This is an optimization exercise on Yosys and OpenROAD, whose aim is small area and a short achievable clock period, not a production implementation.
Function was checked by simulation only, so behaviour that the tests miss may differ from the original.

[constraint.sdc]
create_clock -name core_clock -period 11.0 [get_ports {clk_i}]
set_input_delay 2.2000 -clock core_clock [delete_from_list [all_inputs] [get_ports {clk_i}]]
set_output_delay 2.2000 -clock core_clock [all_outputs]
set_load 0.01 [all_outputs]
[design.v]
package tiny_nn_pkg;
  parameter FPExpWidth  = 8;
  parameter FPMantWidth = 7;
  parameter FPWidth     = 1 + FPExpWidth + FPMantWidth;
  parameter FPSgnBit = FPWidth - 1;
  parameter FPExpLsb = FPMantWidth;
  parameter FPExpMsb = FPMantWidth + FPExpWidth - 1;
  parameter logic [FPWidth-1:0] FPZero   = {1'b0, {FPExpWidth{1'b0}}, {FPMantWidth{1'b0}}};
  parameter logic [FPWidth-1:0] FPStdNaN = {1'b1, {FPExpWidth{1'b1}}, {FPMantWidth{1'b1}}};
  parameter logic [FPWidth-1:0] FPPosInf = {1'b0, {FPExpWidth{1'b1}}, {FPMantWidth{1'b0}}};
  parameter logic [FPWidth-1:0] FPNegInf = {1'b1, {FPExpWidth{1'b1}}, {FPMantWidth{1'b0}}};
  function automatic logic is_nan(logic [FPWidth-1:0] x);
    if (x[FPExpMsb:FPExpLsb] == {FPExpWidth{1'b0}}) begin
      if (x[FPMantWidth-1:0] != {FPMantWidth{1'b0}}) begin
        is_nan = 1'b1;
      end else if (x[FPSgnBit] == 1'b1) begin
        is_nan = 1'b1;
      end else begin
        is_nan = 1'b0;
      end
    end else if (x[FPExpMsb:FPExpLsb] == {FPExpWidth{1'b1}}) begin
      if (x[FPMantWidth-1:0] != {FPMantWidth{1'b0}}) begin
        is_nan = 1'b1;
      end else begin
        is_nan = 1'b0;
      end
    end else begin
      is_nan = 1'b0;
    end
  endfunction
  function automatic logic is_inf(logic [FPWidth-1:0] x);
    is_inf = (x == FPPosInf) || (x == FPNegInf);
  endfunction
  parameter logic [3:0] CmdOpConvolve    = 4'h1;
  parameter logic [3:0] CmdOpAccumulate  = 4'h2;
  parameter logic [3:0] CmdOpMulAcc      = 4'h3;
  parameter logic [3:0] CmdOpFixedMulAcc = 4'h4;
  parameter logic [3:0] CmdOpMaxPool     = 4'h5;
  parameter logic [3:0] CmdOpTest        = 4'hf;
endpackage
module fp_add (
  input  logic [15:0] op_a_i,
  input  logic [15:0] op_b_i,
  output logic [15:0] result_o
);
  localparam FPExpWidth  = tiny_nn_pkg::FPExpWidth;
  localparam FPMantWidth = tiny_nn_pkg::FPMantWidth;
  localparam ShiftWidth  = $clog2(FPMantWidth);
  logic [15:0] op_x, op_y;
  localparam FPMantWidthExt = 1 + 1 + 1 + FPMantWidth + 1;
  logic [FPMantWidthExt-1:0]        op_x_full_mant, op_y_full_mant;
  logic [FPMantWidthExt-1:0]        op_y_full_mant_signed;
  logic [FPMantWidthExt-1:0]        op_x_full_mant_signed;
  logic signed [FPMantWidthExt-1:0] foo;
  logic [FPMantWidthExt-1:0]        op_y_full_mant_signed_shifted;
  logic [FPMantWidth-1:0]           op_y_dropped_bits;
  logic [FPExpWidth-1:0]            full_mant_shift;
  logic [ShiftWidth-1:0]            mant_shift;
  logic [FPMantWidthExt-1:0] mant_add_signed;
  logic [FPMantWidthExt-1:0] mant_add;
  logic                      mant_add_sign;
  logic [FPMantWidth:0]      mant_add_norm;
  logic [ShiftWidth-1:0] exp_change;
  logic [FPMantWidth-1:0] result_mant;
  logic [FPExpWidth-1:0]  result_exp;
  always_comb begin
    if (op_a_i[14:7] >= op_b_i[14:7]) begin
      op_x = op_a_i;
      op_y = op_b_i;
    end else begin
      op_x = op_b_i;
      op_y = op_a_i;
    end
  end
  assign op_x_full_mant = {3'b001, op_x[6:0], 1'b0};
  assign op_y_full_mant = {3'b001, op_y[6:0], 1'b0};
  assign full_mant_shift = op_x[14:7] - op_y[14:7];
  assign mant_shift = full_mant_shift[ShiftWidth-1:0];
  assign op_x_full_mant_signed = op_x[15] ? ~(op_x_full_mant - 1'b1) : op_x_full_mant;
  assign op_y_full_mant_signed = op_y[15] ? ~(op_y_full_mant - 1'b1) : op_y_full_mant;
  always_comb begin
    op_y_dropped_bits = '0;
    for (int i = 0;i < FPMantWidth; ++i) begin
      if (mant_shift >= ShiftWidth'(i + 1)) begin
        op_y_dropped_bits[i] = op_y_full_mant_signed[i];
      end
    end
  end
  assign foo = $signed(op_y_full_mant_signed) >>> mant_shift;
  assign op_y_full_mant_signed_shifted =
    full_mant_shift <= FPExpWidth'(FPMantWidth) ?
      $unsigned(foo)                                          :
      {FPMantWidthExt{1'b0}};
  assign mant_add_signed = op_x_full_mant_signed + $unsigned(op_y_full_mant_signed_shifted);
  assign mant_add_sign = mant_add_signed[FPMantWidthExt-1];
  always_comb begin
    if (mant_add_sign) begin
      if (|op_y_dropped_bits && full_mant_shift <= FPExpWidth'(FPMantWidth)) begin
        mant_add = ~mant_add_signed;
      end else begin
        mant_add = ~mant_add_signed + 1'b1;
      end
    end else begin
      mant_add = mant_add_signed;
    end
  end
  logic [FPMantWidthExt+FPMantWidth-1:0] mant_add_ext;
  assign mant_add_ext = {mant_add, {FPMantWidth{1'b0}}};
  always_comb begin
    exp_change    = '0;
    mant_add_norm = '0;
    for(int i = 0;i < FPMantWidth + 3;i++) begin
      if (mant_add[i]) begin
        mant_add_norm = mant_add_ext[i +: FPMantWidth + 1];
        if (i <= FPMantWidth) begin
          exp_change = ShiftWidth'(FPMantWidth - i);
        end
      end
    end
  end
  assign result_exp = mant_add[FPMantWidth + 2] ? op_x[14:7] + 1'b1 :
                      mant_add[FPMantWidth + 1] ? op_x[14:7] :
                                                  op_x[14:7] - 1'b1 - FPExpWidth'(exp_change);
  assign result_mant = mant_add_norm[FPMantWidth-1:0];
  always_comb begin
    if (tiny_nn_pkg::is_nan(op_a_i) || tiny_nn_pkg::is_nan(op_b_i)) begin
      result_o = tiny_nn_pkg::FPStdNaN;
    end else if (tiny_nn_pkg::is_inf(op_a_i) && tiny_nn_pkg::is_inf(op_b_i)) begin
      if (op_a_i[15] != op_b_i[15]) begin
        result_o = tiny_nn_pkg::FPStdNaN;
      end else begin
        result_o = op_a_i;
      end
    end else if (tiny_nn_pkg::is_inf(op_a_i)) begin
      result_o = op_a_i;
    end else if (tiny_nn_pkg::is_inf(op_b_i)) begin
      result_o = op_b_i;
    end else if (op_a_i == tiny_nn_pkg::FPZero) begin
      result_o = op_b_i;
    end else if (op_b_i == tiny_nn_pkg::FPZero) begin
      result_o = op_a_i;
    end else if (mant_add_signed == '0) begin
      result_o = tiny_nn_pkg::FPZero;
    end else if (mant_add[FPMantWidth + 2] && op_x[14:7] == ({FPExpWidth{1'b1}} - 1'b1)) begin
      result_o = mant_add_sign ? tiny_nn_pkg::FPNegInf : tiny_nn_pkg::FPPosInf;
    end else if ((mant_add[FPMantWidth + 1 +: 2] == '0) && ((1'b1 + FPExpWidth'(exp_change)) >= op_x[14:7])) begin
      result_o = tiny_nn_pkg::FPZero;
    end else begin
      result_o = {mant_add_sign, result_exp, result_mant};
    end
  end
endmodule
module fp_mul (
  input  logic [15:0] op_a_i,
  input  logic [15:0] op_b_i,
  output logic [15:0] result_o
);
  localparam FPExpWidth  = tiny_nn_pkg::FPExpWidth;
  localparam FPMantWidth = tiny_nn_pkg::FPMantWidth;
  logic [FPMantWidth:0] op_a_full_mant, op_b_full_mant;
  logic [FPMantWidth*2+1:0] mant_mul;
  logic [FPExpWidth:0]      exp_add;
  logic [FPExpWidth:0]      exp_add_raw;
  logic [FPMantWidth-1:0] result_mant;
  logic [FPExpWidth-1:0]  result_exp;
  logic                   result_sgn;
  logic shift_output_mant;
  assign op_a_full_mant = {1'b1, op_a_i[FPMantWidth-1:0]};
  assign op_b_full_mant = {1'b1, op_b_i[FPMantWidth-1:0]};
  assign mant_mul    = op_a_full_mant * op_b_full_mant;
  assign exp_add_raw = op_a_i[14:7] + op_b_i[14:7] + (shift_output_mant ? {{(FPExpWidth){1'b0}}, 1'b1} : '0);
  assign exp_add     = exp_add_raw - {2'b00, {(FPExpWidth - 1){1'b1}}};
  assign shift_output_mant = mant_mul[FPMantWidth*2+1];
  assign result_mant = shift_output_mant ? mant_mul[FPMantWidth*2:FPMantWidth+1] :
                                           mant_mul[FPMantWidth*2-1:FPMantWidth];
  assign result_exp = exp_add[FPExpWidth-1:0];
  assign result_sgn = op_a_i[15] ^ op_b_i[15];
  always_comb begin
    result_o = tiny_nn_pkg::FPStdNaN;
    if (tiny_nn_pkg::is_nan(op_a_i) || tiny_nn_pkg::is_nan(op_b_i)) begin
      result_o = tiny_nn_pkg::FPStdNaN;
    end else if ((op_a_i == tiny_nn_pkg::FPZero) || (op_b_i == tiny_nn_pkg::FPZero)) begin
      result_o = tiny_nn_pkg::FPZero;
    end else if (tiny_nn_pkg::is_inf(op_a_i) || tiny_nn_pkg::is_inf(op_b_i)) begin
      result_o = result_sgn ? tiny_nn_pkg::FPNegInf : tiny_nn_pkg::FPPosInf;
    end else if (exp_add_raw <= {2'b00, {(FPExpWidth - 1){1'b1}}}) begin
      result_o = tiny_nn_pkg::FPZero;
    end else if (exp_add >= {1'b0, {(FPExpWidth){1'b1}}}) begin
      result_o = result_sgn ? tiny_nn_pkg::FPNegInf : tiny_nn_pkg::FPPosInf;
    end else begin
      result_o = {result_sgn, result_exp, result_mant};
    end
  end
endmodule
module fp_cmp (
  input  logic [15:0] op_a_i,
  input  logic [15:0] op_b_i,
  output logic op_a_greater_o,
  output logic invalid_nan_o
);
  always_comb begin
    op_a_greater_o = 1'b0;
    invalid_nan_o = 1'b0;
    if (tiny_nn_pkg::is_nan(op_a_i) || tiny_nn_pkg::is_nan(op_b_i)) begin
      invalid_nan_o = 1'b1;
    end else if (op_a_i == op_b_i) begin
      op_a_greater_o = 1'b0;
    end else if (tiny_nn_pkg::is_inf(op_a_i)) begin
      op_a_greater_o = op_a_i[15] ? 1'b0 : 1'b1;
    end else if (tiny_nn_pkg::is_inf(op_b_i)) begin
      op_a_greater_o = op_b_i[15] ? 1'b1 : 1'b0;
    end else if (op_a_i == tiny_nn_pkg::FPZero) begin
      op_a_greater_o = op_b_i[15] ? 1'b1 : 1'b0;
    end else if (op_b_i == tiny_nn_pkg::FPZero) begin
      op_a_greater_o = op_a_i[15] ? 1'b0 : 1'b1;
    end else if (op_a_i[15] != op_b_i[15]) begin
      op_a_greater_o = op_a_i[15] ? 1'b0 : 1'b1;
    end else if (op_a_i[14:7] > op_b_i[14:7]) begin
      op_a_greater_o = op_a_i[15] ? 1'b0 : 1'b1;
    end else if (op_a_i[14:7] < op_b_i[14:7]) begin
      op_a_greater_o = op_a_i[15] ? 1'b1 : 1'b0;
    end else if (op_a_i[6:0] > op_b_i[6:0]) begin
      op_a_greater_o = op_a_i[15] ? 1'b0 : 1'b1;
    end
  end
endmodule
module tiny_nn_core #(
  parameter int unsigned ValArrayWidth = 4,
  parameter int unsigned ValArrayHeight = 2
) (
  input clk_i,
  input rst_ni,
  input logic [15:0]               val_i,
  input logic [ValArrayHeight-1:0] val_shift_i,
  input logic [15:0]                                 param_i,
  input logic [ValArrayHeight * ValArrayWidth - 1:0] param_write_i,
  input logic mul_row_sel_i,
  input logic mul_en_i,
  input logic accumulate_loopback_i,
  input logic accumulate_out_relu_i,
  input logic [15:0] mul_add_op_a_din_i,
  input logic [15:0] mul_add_op_b_din_i,
  input logic        mul_add_op_a_en_i,
  input logic        mul_add_op_b_en_i,
  input logic [15:0] accumulate_level_0_din_i,
  input              accumulate_level_0_en_i,
  input logic [1:0]   accumulate_mode_0_en_i,
  input logic [1:0]   accumulate_mode_1_en_i,
  input logic [1:0]   accumulate_mode_2_en_i,
  output logic [15:0] accumulate_o
);
  localparam int unsigned ValArraySize = ValArrayWidth * ValArrayHeight;
  localparam int unsigned NumAdd       = ValArrayWidth / 2;
  logic [ValArraySize*16-1:0] mul_val_op_q;
  logic [ValArraySize*16-1:0] param_val_op_q;
  for (genvar y = 0;y < ValArrayHeight; ++y) begin : g_val_row
    for (genvar x = 0;x < ValArrayWidth; ++x) begin : g_val_col
      always_ff @(posedge clk_i or negedge rst_ni) begin
        if (!rst_ni) begin
          param_val_op_q[(x * ValArrayHeight + y) * 16 +: 16] <= '0;
        end else if (param_write_i[x * ValArrayHeight +  y]) begin
          param_val_op_q[(x * ValArrayHeight + y) * 16 +: 16] <= param_i;
        end
      end
      if (x == (ValArrayWidth - 1)) begin : g_last
        always_ff @(posedge clk_i or negedge rst_ni) begin
          if (!rst_ni) begin
            mul_val_op_q[(x * ValArrayHeight + y) * 16 +: 16] <= '0;
          end else if (val_shift_i[y]) begin
            mul_val_op_q[(x * ValArrayHeight + y) * 16 +: 16] <= val_i;
          end
        end
      end else begin : g_shift
        always_ff @(posedge clk_i or negedge rst_ni) begin
          if (!rst_ni) begin
            mul_val_op_q[(x * ValArrayHeight + y) * 16 +: 16] <= '0;
          end else if (val_shift_i[y]) begin
            mul_val_op_q[(x * ValArrayHeight + y) * 16 +: 16] <=
              mul_val_op_q[((x + 1) * ValArrayHeight + y) * 16 +: 16];
          end
        end
      end
    end
  end
  logic [ValArrayWidth*16-1:0] mul_op_a;
  logic [ValArrayWidth*16-1:0] mul_op_b;
  logic [ValArrayWidth*16-1:0] mul_result;
  for (genvar x = 0;x < ValArrayWidth; ++x) begin : g_mul
    assign mul_op_a[x*16 +: 16] = mul_row_sel_i ? mul_val_op_q[(x * ValArrayHeight) * 16 +: 16] :
                                                  mul_val_op_q[(x * ValArrayHeight + 1) * 16 +: 16];
    assign mul_op_b[x*16 +: 16] = mul_row_sel_i ? param_val_op_q[(x * ValArrayHeight) * 16 +: 16] :
                                                  param_val_op_q[(x * ValArrayHeight + 1) * 16 +: 16];
    fp_mul u_mul (
      .op_a_i  (mul_op_a[x*16 +: 16]),
      .op_b_i  (mul_op_b[x*16 +: 16]),
      .result_o(mul_result[x*16 +: 16])
    );
  end
  logic [NumAdd-1:0]    mul_add_op_a_en, mul_add_op_b_en;
  logic [NumAdd*16-1:0] mul_add_op_a_q;
  logic [NumAdd*16-1:0] mul_add_op_a_d;
  logic [NumAdd*16-1:0] mul_add_op_b_q;
  logic [NumAdd*16-1:0] mul_add_op_b_d;
  logic [NumAdd*16-1:0] mul_add_op_a;
  logic [NumAdd*16-1:0] mul_add_result;
  logic [NumAdd-1:0]    accumulate_level_0_en;
  logic [NumAdd*16-1:0] accumulate_level_0_q;
  logic [NumAdd*16-1:0] accumulate_level_0_d;
  for (genvar x = 0;x < NumAdd; ++x) begin : g_accumulate_level_0_inner
    if (x == 1) begin : g_ext
      assign mul_add_op_a_d[x*16 +: 16] = mul_add_op_a_en_i ? mul_add_op_a_din_i :
                                                              mul_result[(x * 2) * 16 +: 16];
      assign mul_add_op_b_d[x*16 +: 16] = mul_add_op_b_en_i ? mul_add_op_b_din_i :
                                                              mul_result[(x * 2 + 1) * 16 +: 16];
      assign mul_add_op_a_en[x] = mul_en_i | mul_add_op_a_en_i;
      assign mul_add_op_b_en[x] = mul_en_i | mul_add_op_b_en_i;
      assign mul_add_op_a[x*16 +: 16] = accumulate_loopback_i ? accumulate_level_0_q[x*16 +: 16] :
                                                                mul_add_op_a_q[x*16 +: 16];
    end else begin : g_int
      assign mul_add_op_a_d[x*16 +: 16] = mul_result[(x * 2) * 16 +: 16];
      assign mul_add_op_b_d[x*16 +: 16] = mul_result[(x * 2 + 1) * 16 +: 16];
      assign mul_add_op_a_en[x] = mul_en_i;
      assign mul_add_op_b_en[x] = mul_en_i;
      assign mul_add_op_a[x*16 +: 16] = mul_add_op_a_q[x*16 +: 16];
    end
    always_ff @(posedge clk_i or negedge rst_ni) begin
      if (!rst_ni) begin
        mul_add_op_a_q[x*16 +: 16] <= '0;
      end else if (mul_add_op_a_en[x]) begin
        mul_add_op_a_q[x*16 +: 16] <= mul_add_op_a_d[x*16 +: 16];
      end
    end
    always_ff @(posedge clk_i or negedge rst_ni) begin
      if (!rst_ni) begin
        mul_add_op_b_q[x*16 +: 16] <= '0;
      end else if (mul_add_op_b_en[x]) begin
        mul_add_op_b_q[x*16 +: 16] <= mul_add_op_b_d[x*16 +: 16];
      end
    end
    fp_add u_add (
      .op_a_i  (mul_add_op_a[x*16 +: 16]),
      .op_b_i  (mul_add_op_b_q[x*16 +: 16]),
      .result_o(mul_add_result[x*16 +: 16])
    );
    if (x == 0) begin : g_en0
      assign accumulate_level_0_en[x] = accumulate_level_0_en_i | accumulate_mode_0_en_i[0];
      assign accumulate_level_0_d[x*16 +: 16] = accumulate_level_0_en_i ? accumulate_level_0_din_i :
                                                                          mul_add_result[x*16 +: 16];
    end else begin : g_en1
      assign accumulate_level_0_en[x] = accumulate_mode_2_en_i[0] | accumulate_mode_1_en_i[0] |
                                        accumulate_mode_0_en_i[0];
      assign accumulate_level_0_d[x*16 +: 16]  = mul_add_result[x*16 +: 16];
    end
    always_ff @(posedge clk_i or negedge rst_ni) begin
      if (!rst_ni) begin
        accumulate_level_0_q[x*16 +: 16] <= '0;
      end else if (accumulate_level_0_en[x]) begin
        accumulate_level_0_q[x*16 +: 16] <= accumulate_level_0_d[x*16 +: 16];
      end
    end
  end
  logic [15:0]                  accumulate_level_0_result;
  logic [ValArrayHeight*16-1:0] accumulate_level_1_q;
  logic [ValArrayHeight-1:0]    accumulate_level_1_en;
  fp_add u_add (
    .op_a_i  (accumulate_level_0_q[15:0]),
    .op_b_i  (accumulate_level_0_q[31:16]),
    .result_o(accumulate_level_0_result)
  );
  for (genvar y = 0;y < ValArrayHeight; ++y) begin : g_level_1
    assign accumulate_level_1_en[y] = (accumulate_mode_0_en_i[0] & (mul_row_sel_i == y));
    always_ff @(posedge clk_i or negedge rst_ni) begin
      if (!rst_ni) begin
        accumulate_level_1_q[y*16 +: 16] <= '0;
      end else if (accumulate_level_1_en[y]) begin
        accumulate_level_1_q[y*16 +: 16] <= accumulate_level_0_result;
      end
    end
  end
  logic [15:0] accumulate_final_q, accumulate_final_d, accumulate_final_result;
  logic        accumulate_final_en;
  fp_add u_add_accumulate_final (
    .op_a_i  (accumulate_level_1_q[15:0]),
    .op_b_i  (accumulate_level_1_q[31:16]),
    .result_o(accumulate_final_result)
  );
  always_comb begin
    if (accumulate_mode_1_en_i[1]) begin
      if (accumulate_out_relu_i && accumulate_level_0_result[15]) begin
        accumulate_final_d = tiny_nn_pkg::FPZero;
      end else begin
        accumulate_final_d = accumulate_level_0_result;
      end
    end else if (accumulate_mode_2_en_i[1]) begin
      accumulate_final_d = mul_add_result[31:16];
    end else begin
      accumulate_final_d = accumulate_final_result;
    end
  end
  assign accumulate_final_en = accumulate_mode_0_en_i[1] | accumulate_mode_1_en_i[1] |
                               accumulate_mode_2_en_i[1];
  always_ff @(posedge clk_i or negedge rst_ni) begin
    if (!rst_ni) begin
      accumulate_final_q <= '0;
    end else if (accumulate_final_en) begin
      accumulate_final_q <= accumulate_final_d;
    end
  end
  assign accumulate_o = accumulate_final_q;
endmodule
module tiny_nn_top #(
  parameter int unsigned ValArrayWidth  = 4,
  parameter int unsigned ValArrayHeight = 2
) (
  input clk_i,
  input rst_ni,
  input  logic [15:0] data_i,
  output logic [7:0]  data_o
);
  localparam int unsigned ValArraySize = ValArrayWidth * ValArrayHeight;
  localparam int unsigned CountWidth   = 8;
  logic                    phase_q, phase_d;
  logic [CountWidth-1:0]   counter_q, counter_d;
  logic [CountWidth-1:0]   start_count_q, start_count_d;
  logic [ValArraySize-1:0] param_write_q, param_write_d;
  logic                    relu_q, relu_d;
  logic                    convolve_run;
  logic [15:0]             max_val_q, max_val_d;
  logic [7:0]              max_val_skid_q, max_val_skid_d;
  logic [ValArrayHeight-1:0] core_val_shift;
  logic                      core_mul_row_sel, core_mul_en;
  logic [15:0]               core_accumulate_result;
  logic                      core_mul_add_op_a_en;
  logic                      core_mul_add_op_b_en;
  logic [1:0]                core_accumulate_mode_0_en;
  logic [1:0]                core_accumulate_mode_1_en;
  logic [1:0]                core_accumulate_mode_2_en;
  logic                      core_accumulate_loopback;
  logic                      core_accumulate_out_relu;
  logic                      core_accumulate_level_0_en;
  logic data_i_q_is_greater;
  logic [15:0] data_i_q;
  logic [7:0]  data_o_d, data_o_q;
  localparam logic [4:0] NNIdle               = 5'h00;
  localparam logic [4:0] NNConvolveParamIn    = 5'h01;
  localparam logic [4:0] NNConvolveExec       = 5'h02;
  localparam logic [4:0] NNConvolveExecEnd    = 5'h03;
  localparam logic [4:0] NNAccumulateBiasIn   = 5'h04;
  localparam logic [4:0] NNAccumulateExec     = 5'h05;
  localparam logic [4:0] NNAccumulateExecEnd  = 5'h06;
  localparam logic [4:0] NNMulAccBiasIn       = 5'h07;
  localparam logic [4:0] NNMulAccExec         = 5'h08;
  localparam logic [4:0] NNMulAccExecEnd      = 5'h09;
  localparam logic [4:0] NNFixedMulAccParamIn = 5'h0a;
  localparam logic [4:0] NNFixedMulAccExec    = 5'h0b;
  localparam logic [4:0] NNFixedMulAccExecEnd = 5'h0c;
  localparam logic [4:0] NNMaxPoolExec        = 5'h0d;
  localparam logic [4:0] NNMaxPoolExecEnd     = 5'h0e;
  localparam logic [4:0] NNTestCount          = 5'h1d;
  localparam logic [4:0] NNTestPulse          = 5'h1e;
  localparam logic [4:0] NNTestASCII          = 5'h1f;
  logic [4:0] state_q, state_d;
  always_ff @(posedge clk_i or negedge rst_ni) begin
    if (!rst_ni) begin
      data_i_q <= '0;
    end else begin
      data_i_q <= data_i;
    end
  end
  always_comb begin
    state_d       = state_q;
    counter_d     = counter_q;
    start_count_d = start_count_q;
    phase_d       = 1'b0;
    param_write_d = param_write_q;
    convolve_run  = 1'b0;
    relu_d        = relu_q;
    max_val_d     = max_val_q;
    core_val_shift             = '0;
    core_mul_row_sel           = 1'b0;
    core_mul_en                = 1'b0;
    core_mul_add_op_a_en       = 1'b0;
    core_mul_add_op_b_en       = 1'b0;
    core_accumulate_mode_0_en  = '0;
    core_accumulate_mode_1_en  = '0;
    core_accumulate_mode_2_en  = '0;
    core_accumulate_loopback   = 1'b0;
    core_accumulate_out_relu   = 1'b0;
    core_accumulate_level_0_en = 1'b0;
    case (state_q)
      NNIdle: begin
        case (data_i_q[15:12])
          tiny_nn_pkg::CmdOpConvolve: begin
            state_d   = NNConvolveParamIn;
            param_write_d    = '0;
            param_write_d[0] = 1'b1;
          end
          tiny_nn_pkg::CmdOpAccumulate: begin
            start_count_d = data_i_q[CountWidth-1:0];
            counter_d     = CountWidth'(1'b1);
            state_d       = NNAccumulateBiasIn;
            relu_d        = data_i_q[8];
          end
          tiny_nn_pkg::CmdOpTest: begin
            case (data_i_q[11:8])
              4'hf: begin
                state_d   = NNTestASCII;
                counter_d = 8'd3;
              end
              4'h1: begin
                state_d   = NNTestCount;
                counter_d = data_i_q[CountWidth-1:0];
              end
              4'h0: begin
                state_d   = NNTestPulse;
                counter_d = 8'd1;
              end
              default: ;
            endcase
          end
          tiny_nn_pkg::CmdOpMulAcc: begin
            state_d       = NNMulAccBiasIn;
            relu_d        = data_i_q[8];
            phase_d       = 1'b0;
            counter_d     = CountWidth'(2'd3);
          end
          tiny_nn_pkg::CmdOpFixedMulAcc: begin
            start_count_d    = data_i_q[CountWidth-1:0];
            counter_d        = CountWidth'(2'd2);
            state_d          = NNFixedMulAccParamIn;
            param_write_d[6] = 1'b1;
          end
          tiny_nn_pkg::CmdOpMaxPool: begin
            max_val_d     = tiny_nn_pkg::FPNegInf;
            start_count_d = data_i_q[CountWidth-1:0];
            counter_d     = data_i_q[CountWidth-1:0];
            state_d       = NNMaxPoolExec;
          end
          default: ;
        endcase
      end
      NNConvolveParamIn: begin
        if (param_write_q[ValArraySize-1]) begin
          param_write_d = '0;
          state_d = NNConvolveExec;
        end else begin
          param_write_d = {param_write_q[ValArraySize-2:0], 1'b0};
        end
      end
      NNConvolveExec, NNConvolveExecEnd: begin
        phase_d      = ~phase_q;
        convolve_run = 1'b1;
        core_val_shift[0] = ~phase_q;
        core_val_shift[1] =  phase_q;
        core_mul_row_sel  =  phase_q;
        core_mul_en       = 1'b1;
        core_accumulate_mode_0_en[0] = 1'b1;
        core_accumulate_mode_0_en[1] = phase_q;
        if (state_q == NNConvolveExec) begin
          if (data_i_q == tiny_nn_pkg::FPStdNaN) begin
            state_d = NNConvolveExecEnd;
            counter_d = 8'd4;
          end
        end else begin
          if (counter_q != '0) begin
            counter_d = counter_q - 1'b1;
          end else begin
            state_d = NNIdle;
          end
        end
      end
      NNAccumulateBiasIn: begin
        core_accumulate_level_0_en = 1'b1;
        state_d                    = NNAccumulateExec;
      end
      NNAccumulateExec: begin
        core_accumulate_mode_1_en[0] = 1'b1;
        core_accumulate_out_relu     = relu_q;
        core_mul_add_op_b_en         = 1'b1;
        if (counter_q == '0) begin
          core_accumulate_mode_1_en[1] = 1'b1;
          core_accumulate_loopback     = 1'b0;
          counter_d                    = start_count_q;
        end else begin
          if (counter_q == CountWidth'(1'b1)) begin
            core_mul_add_op_a_en = 1'b1;
          end
          core_accumulate_loopback = 1'b1;
          counter_d                = counter_q - 1'b1;
          if (data_i_q == tiny_nn_pkg::FPStdNaN) begin
            state_d   = NNAccumulateExecEnd;
            counter_d = 8'd2;
          end
        end
      end
      NNAccumulateExecEnd: begin
        core_accumulate_out_relu = relu_q;
        if (counter_q == 8'd2) begin
          core_accumulate_mode_1_en[1] = 1'b1;
        end else if (counter_q == '0) begin
          state_d = NNIdle;
        end
        counter_d = counter_q - 1'b1;
      end
      NNMulAccBiasIn: begin
        core_accumulate_level_0_en = 1'b1;
        core_mul_add_op_a_en       = 1'b1;
        state_d                    = NNMulAccExec;
      end
      NNMulAccExec: begin
        phase_d          = ~phase_q;
        core_mul_row_sel = 1'b1;
        if (phase_q) begin
          core_val_shift[0]            = 1'b0;
          param_write_d[6]             = 1'b0;
          core_accumulate_mode_1_en[0] = 1'b1;
          core_accumulate_loopback     = counter_q == '0;
        end else begin
          core_val_shift[0] = 1'b1;
          param_write_d[6]  = 1'b1;
          core_mul_en = counter_q != CountWidth'(2'd3);
          if (counter_q != '0) begin
            counter_d = counter_q - 1'b1;
          end
          if (data_i_q == tiny_nn_pkg::FPStdNaN) begin
            state_d   = NNMulAccExecEnd;
            counter_d = 8'd3;
          end
        end
      end
      NNMulAccExecEnd: begin
        if (counter_q == 8'd3) begin
          core_accumulate_loopback     = 1'b1;
          core_accumulate_mode_1_en[0] = 1'b1;
        end else if (counter_q == 8'd2) begin
          core_accumulate_mode_1_en[1] = 1'b1;
          core_accumulate_out_relu = relu_q;
        end else if (counter_q == '0) begin
          state_d = NNIdle;
        end
        counter_d = counter_q - 1'b1;
      end
      NNFixedMulAccParamIn: begin
        param_write_d[6]     = 1'b0;
        state_d              = NNFixedMulAccExec;
      end
      NNFixedMulAccExec: begin
        core_mul_en                  = 1'b1;
        core_accumulate_mode_2_en[0] = 1'b1;
        core_val_shift[0]            = 1'b1;
        core_mul_row_sel             = 1'b1;
        if (counter_q == 8'd0) begin
          counter_d = start_count_q;
        end else begin
          core_accumulate_loopback = 1'b1;
          counter_d                = counter_q - 1'b1;
          if (counter_q == CountWidth'(1'b1)) begin
            core_accumulate_mode_2_en[1] = 1'b1;
            core_mul_add_op_a_en         = 1'b1;
          end else if (counter_q == CountWidth'(2'd2)) begin
            if (data_i_q == tiny_nn_pkg::FPStdNaN) begin
              counter_d = CountWidth'(2'd3);
              state_d   = NNFixedMulAccExecEnd;
            end
          end
        end
      end
      NNFixedMulAccExecEnd: begin
        if (counter_q == 8'd2) begin
          core_mul_row_sel             = 1'b1;
          core_accumulate_mode_2_en[1] = 1'b1;
          core_accumulate_loopback     = 1'b1;
        end else if (counter_q == '0) begin
          state_d = NNIdle;
        end
        counter_d = counter_q - 1'b1;
      end
      NNMaxPoolExec: begin
        if (data_i_q == tiny_nn_pkg::FPStdNaN) begin
          state_d = NNMaxPoolExecEnd;
        end
        if (counter_q == 8'd0) begin
          counter_d = start_count_q;
          max_val_d = tiny_nn_pkg::FPNegInf;
        end else begin
          counter_d = counter_q - 1'b1;
          if (data_i_q_is_greater) begin
            max_val_d = data_i_q;
          end
        end
      end
      NNMaxPoolExecEnd: begin
        state_d = NNIdle;
      end
      NNTestASCII: begin
        if (data_i_q[15:8] == 8'hff) begin
          if (counter_q == 0) begin
            counter_d = 8'd3;
          end else begin
            counter_d = counter_q - 1'b1;
          end
        end else begin
          state_d = NNIdle;
        end
      end
      NNTestPulse: begin
        if (data_i_q[15:8] == 8'hf0) begin
          counter_d = counter_q - 1'b1;
        end else begin
          state_d = NNIdle;
        end
      end
      NNTestCount: begin
        if (counter_q == '0) begin
          state_d = NNIdle;
        end else begin
          counter_d = counter_q - 1'b1;
        end
      end
      default: ;
    endcase
  end
  always_ff @(posedge clk_i or negedge rst_ni) begin
    if (!rst_ni) begin
      state_q <= NNIdle;
    end else begin
      state_q <= state_d;
    end
  end
  always_ff @(posedge clk_i or negedge rst_ni) begin
    if (!rst_ni) begin
      counter_q     <= '0;
      start_count_q <= '0;
      phase_q       <= 1'b0;
      param_write_q <= '0;
      relu_q        <= 1'b0;
      max_val_q     <= '0;
    end else begin
      counter_q     <= counter_d;
      start_count_q <= start_count_d;
      phase_q       <= phase_d;
      param_write_q <= param_write_d;
      relu_q        <= relu_d;
      max_val_q     <= max_val_d;
    end
  end
  tiny_nn_core #(
    .ValArrayWidth(ValArrayWidth),
    .ValArrayHeight(ValArrayHeight)
  ) u_core (
    .clk_i (clk_i),
    .rst_ni(rst_ni),
    .val_i      (data_i_q),
    .val_shift_i(core_val_shift),
    .param_i      (data_i_q),
    .param_write_i(param_write_q),
    .mul_row_sel_i(core_mul_row_sel),
    .mul_en_i     (core_mul_en),
    .accumulate_loopback_i(core_accumulate_loopback),
    .accumulate_out_relu_i(core_accumulate_out_relu),
    .mul_add_op_a_din_i('0),
    .mul_add_op_b_din_i(data_i_q),
    .mul_add_op_a_en_i (core_mul_add_op_a_en),
    .mul_add_op_b_en_i (core_mul_add_op_b_en),
    .accumulate_level_0_din_i(data_i_q),
    .accumulate_level_0_en_i (core_accumulate_level_0_en),
    .accumulate_mode_0_en_i(core_accumulate_mode_0_en),
    .accumulate_mode_1_en_i(core_accumulate_mode_1_en),
    .accumulate_mode_2_en_i(core_accumulate_mode_2_en),
    .accumulate_o   (core_accumulate_result)
  );
  fp_cmp u_fp_cmp (
    .op_a_i(data_i_q),
    .op_b_i(max_val_q),
    .op_a_greater_o(data_i_q_is_greater),
    .invalid_nan_o()
  );
  logic [7:0] test_out;
  always_comb begin
    test_out = '0;
    case (state_q)
      NNTestASCII: begin
        case (counter_q)
          8'd3:       test_out = 8'h54;
          8'd2:       test_out = 8'h2d;
          8'd0, 8'd1: test_out = 8'h4e;
          default:    test_out = '0;
        endcase
      end
      NNTestPulse: begin
        test_out = counter_q[0] ? 8'b1010_1010 :
                                  8'b0101_0101;
      end
      NNTestCount: begin
        test_out = counter_q;
      end
      default: ;
    endcase
  end
  always_comb begin
    data_o_d       = '1;
    max_val_skid_d = max_val_skid_q;
    case (state_q)
      NNConvolveExec, NNConvolveExecEnd: begin
        data_o_d = phase_q ? core_accumulate_result[15:8] :
                           core_accumulate_result[7:0];
      end
      NNAccumulateExec, NNFixedMulAccExec: begin
        if (counter_q == start_count_q) begin
          data_o_d = core_accumulate_result[7:0];
        end else begin
          data_o_d = core_accumulate_result[15:8];
        end
      end
      NNAccumulateExecEnd, NNMulAccExecEnd, NNFixedMulAccExecEnd: begin
        data_o_d = counter_q[0] ? core_accumulate_result[7:0] : core_accumulate_result[15:8];
      end
      NNTestASCII, NNTestPulse, NNTestCount: begin
        data_o_d = test_out;
      end
      NNMaxPoolExec: begin
        if (counter_q == '0) begin
          if (data_i_q_is_greater) begin
            data_o_d       = data_i_q[7:0];
            max_val_skid_d = data_i_q[15:8];
          end else begin
            data_o_d       = max_val_q[7:0];
            max_val_skid_d = max_val_q[15:8];
          end
        end else begin
          data_o_d = max_val_skid_q;
        end
      end
      NNMaxPoolExecEnd: begin
        data_o_d = max_val_skid_q;
      end
      default: ;
    endcase
  end
  always_ff @(posedge clk_i or negedge rst_ni) begin
    if (!rst_ni) begin
      data_o_q <= '1;
    end else begin
      data_o_q <= data_o_d;
    end
  end
  always_ff @(posedge clk_i or negedge rst_ni) begin
    if (!rst_ni) begin
      max_val_skid_q <= '0;
    end else begin
      max_val_skid_q <= max_val_skid_d;
    end
  end
  assign data_o = data_o_q;
endmodule
[config.mk]
export PLATFORM = sky130hd
export DESIGN_NAME = tiny_nn_top
export DESIGN_NICKNAME = tiny_nn_top
export VERILOG_FILES = /design/flow/design.v
export SDC_FILE = /design/flow/constraint.sdc
export NUM_CORES = 4
export LEC_CHECK = 0
export CAP_MARGIN = 20
export CORE_MARGIN = 2
export CORE_UTILIZATION = 40
export SLEW_MARGIN = 20
[run.sh]
#!/bin/bash
# synth_recipe.tcl (not shown) runs the flow's synth.tcl, then flattens the netlist and writes it again
# the make line also repeats each setting of config.mk as NAME=value (left out here)
make -C /OpenROAD-flow-scripts/flow DESIGN_CONFIG=/design/flow/config.mk WORK_HOME=/design/flow/orfs CLKGATE_MAP_FILE= SYNTH_SCRIPT=/design/flow/synth_recipe.tcl finish
==> results.txt <==
area of the mapped netlist=49710 um^2; global-route wire length before repair=263.5 mm; layout cells sized above 1=12.88%; detailed router's first-iteration violation count=4310; die width=356.5 um; Final nets=6697; Slew @ Worst Pin=1.096 ns; hold_buf cts=0; Die Ht=356.5 um; R2R setup slack=0.63 ns; critical path class=reg -> reg; Hold Fails Final Rpt=0; setup ws final=0.6294 ns; CP max stage cell=dfrtp_1; Pins Over Slew Limit=0; clk_skew=0.05318 ns; Starting Density=40.26%; DP HPWL=129.1 mm; Core ar.=123500 um^2; cts bufs inserted=55; Mapped Cells=6148; commonest cells after routing, fill and taps aside=nand2_1 (738), nor2_1 (566), inv_1 (509); Max-slew headroom=26.25%; TritonCTS Sinks=479; row cnt=129; most used cell, CP=ha_1; Mean Syn Cell Area=8.086 um^2; top post-synthesis cells by area=dfrtp_1 (24%), ha_1 (7.9%), fa_1 (6.3%); number of distinct library cells after synthesis=120; Post-synth EDFFs=0; Startpoint Class=flip-flop; Max stage delay on crit path=0.47 ns; register area share after synthesis=24.13%; CP Launch Point=state_q[1]; Min-Delay Path Class=reg -> reg; TritonRoute pass-1 iters=6; Worst Path Arrival=10.91 ns; yosys warns=5; initial antenna violation count=2; Critical Path End=u_core.accumulate_level_0_q[23]; die area=127100 um^2; Fillers=12327; via/cell ratio=5.919; clock latency (worst-skew pair)=0.70 ns; I/O Buffers=25; reg2reg end=u_core.accumulate_level_0_q[23]; Residual DRC=0; Tcrit/Tclk final=94.28%; Layout Utilization=44.76%; Ports=26; largest net degree at the start of global routing=167; clk root buf=clkbuf_16; total routed wirelength=169.8 mm; maxcap violations=0; critical-path maximum fanout=7; total congestion overflow=0; Worst-path clk slew=0.06 ns; Total GRT Usage=26.08%; reg2reg start=state_q[1]; hold_ws=0.4768 ns; via count=46744; Final Critical Period=10.37 ns; number of synthesized register bits=479; FFs w/ async S/R, synth=100.0%; Layout area overhead=11.16%; Max Root-Sink Buffers=3; CTS tree=yes; Worst setup EP type=flip-flop; status=timing/DRC/antenna clean; number of H-tree levels=2; final setup vio count=0; pre-CTS WS=0.1872 ns; commonest non-fill, non-tap cell in the layout=nand2_1; R2R cell count=56; Synth area leader=dfrtp_1; Synth top area share=23.71%; GPL Wtd Cong=0.9772; syn nets=6634; routed length per placed instance=21.50 um; Routed Antenna Nets=0; Main synth FF type=dfrtp_1; Critical Path RT=11.54 ns; number of global-route vias before repair=44579; FMAX=96.43 MHz
timing repair:
action | 4_1_cts | 5_1_grt
setup buffers | 0 | 28
gates resized for setup | 0 | 56
setup endpoints to repair | 0 | 73
worst min-delay path by stage:
stage                              end  cells after the start                     from
2_1_floorplan  u_core.mul_val_op_q[21]                      2  u_core.mul_val_op_q[21]
3_3_place_gp   u_core.mul_val_op_q[27]                      2  u_core.mul_val_op_q[27]
3_5_place_dp   u_core.mul_val_op_q[27]                      2  u_core.mul_val_op_q[27]
4_1_cts        u_core.mul_val_op_q[27]                      2  u_core.mul_val_op_q[27]
5_1_grt        u_core.mul_val_op_q[16]                      2  u_core.mul_val_op_q[16]
6_report       u_core.mul_val_op_q[27]                      2  u_core.mul_val_op_q[27]
sequential cells by signal, summed over array words and instances, names as in the netlist:
name,flops
start_count_q,8
max_val_q,16
counter_q,8
relu_q,1
u_core.mul_add_op_b_q,32
param_write_q,8
u_core.accumulate_level_0_q,32
max_val_skid_q,8
data_i_q,16
u_core.mul_add_op_a_q,32
u_core.accumulate_final_q,16
u_core.param_val_op_q,128
phase_q,1
u_core.accumulate_level_1_q,32
u_core.mul_val_op_q,128
state_q,5
data_o_q,8
synthesized netlist by cell type (70+ instances only):
master,n
inv_1,510
dfrtp_1,471
nand4_1,70
nand2_1,739
clkbuf_1,233
mux2_2,238
fa_1,156
xnor2_1,137
nand3_1,120
mux2i_1,234
nor3_1,137
o21ai_0,363
a21oi_1,374
a21o_1,75
xor2_1,100
ha_1,312
nor2_1,567
cells by family (layout without fill, tap and decap cells):
kind of cell               count (synthesis)  count (layout)  share of synthesized area [%]
AOI/OAI and AO/OA                       1588            1589                          21.22
xor gates and xnor gates                 242             242                          4.362
adders and majority gates                468             468                          14.13
buffers and inverters                    831             940                          6.551
DFF                                      479             479                          24.13
muxes                                    481             481                          10.45
other                                      0               2                              0
and+or+nand+nor                         2059            2059                          19.14
worst max-delay path: cells and delay by family (launching register included):
kind | cells | cell delay [ns]
DFF | 1 | 0.47
buffers and inverters | 7 | 0.88
and+or+nand+nor | 20 | 3.22
adders and majority gates | 5 | 1.30
muxes | 4 | 1.11
AOI/OAI and AO/OA | 20 | 3.28
metal layers:
layer / wire, um / global-route usage, % / vias to the layer above
met5: 0 / 0 / -
met4: 5190 / 7.730 / 0
met3: 10660 / 2.967 / 300
met2: 78390 / 42.91 / 1653
met1: 75570 / 35.92 / 22748
li1: - / - / 22043
cell type report:
class                   instances  area, um^2  area share (%)
multi-input cells            4839       34800           62.97
flip-flops and latches        479       12000           21.71
repair buffers                320        2532           4.582
well taps                    1637        2048           3.706
inverters                     516        1937           3.505
clock buffers                  74        1608           2.909
clock inverters                30       335.3          0.6068
diodes                          2       5.005        0.009056
through the flow:
stage	instances	setup TNS (ns)	instance area (um^2)
2_1_floorplan	6148	0	49730
3_3_place_gp	7761	0	52820
3_5_place_dp	7762	0	52830
4_1_cts	7866	0	54770
5_1_grt	7895	-0.1208	55260
6_report	7897	0	55260

[what the ideal ports hide]
No port has a modelled driver above. Below, the same layout with a new extraction and two added sets of constraints.
Step 1 sets driving cells, clkbuf_16 on the clock port and buf_2 on the other inputs (assumed; they add their load-dependent delay and slew).
Step 2 also shifts input and output timing later by t, the mid clock arrival at the registers, as if the neighbouring blocks saw the same clock.
Slacks: ideal ports / drivers / drivers and shift; pairs: ideal ports / drivers.
t, ns: 0.737
slack for setup (ns): 0.629 / 0.629 / 0.629
hold slack, ns: 0.477 / 0.477 / 0.477
cell pins on the clock port's net: 1
After both steps setup and hold are still met in this run. For this run, drivers alone change the setup slack by 0.000 ns; drivers and shift together by 0.000 ns.
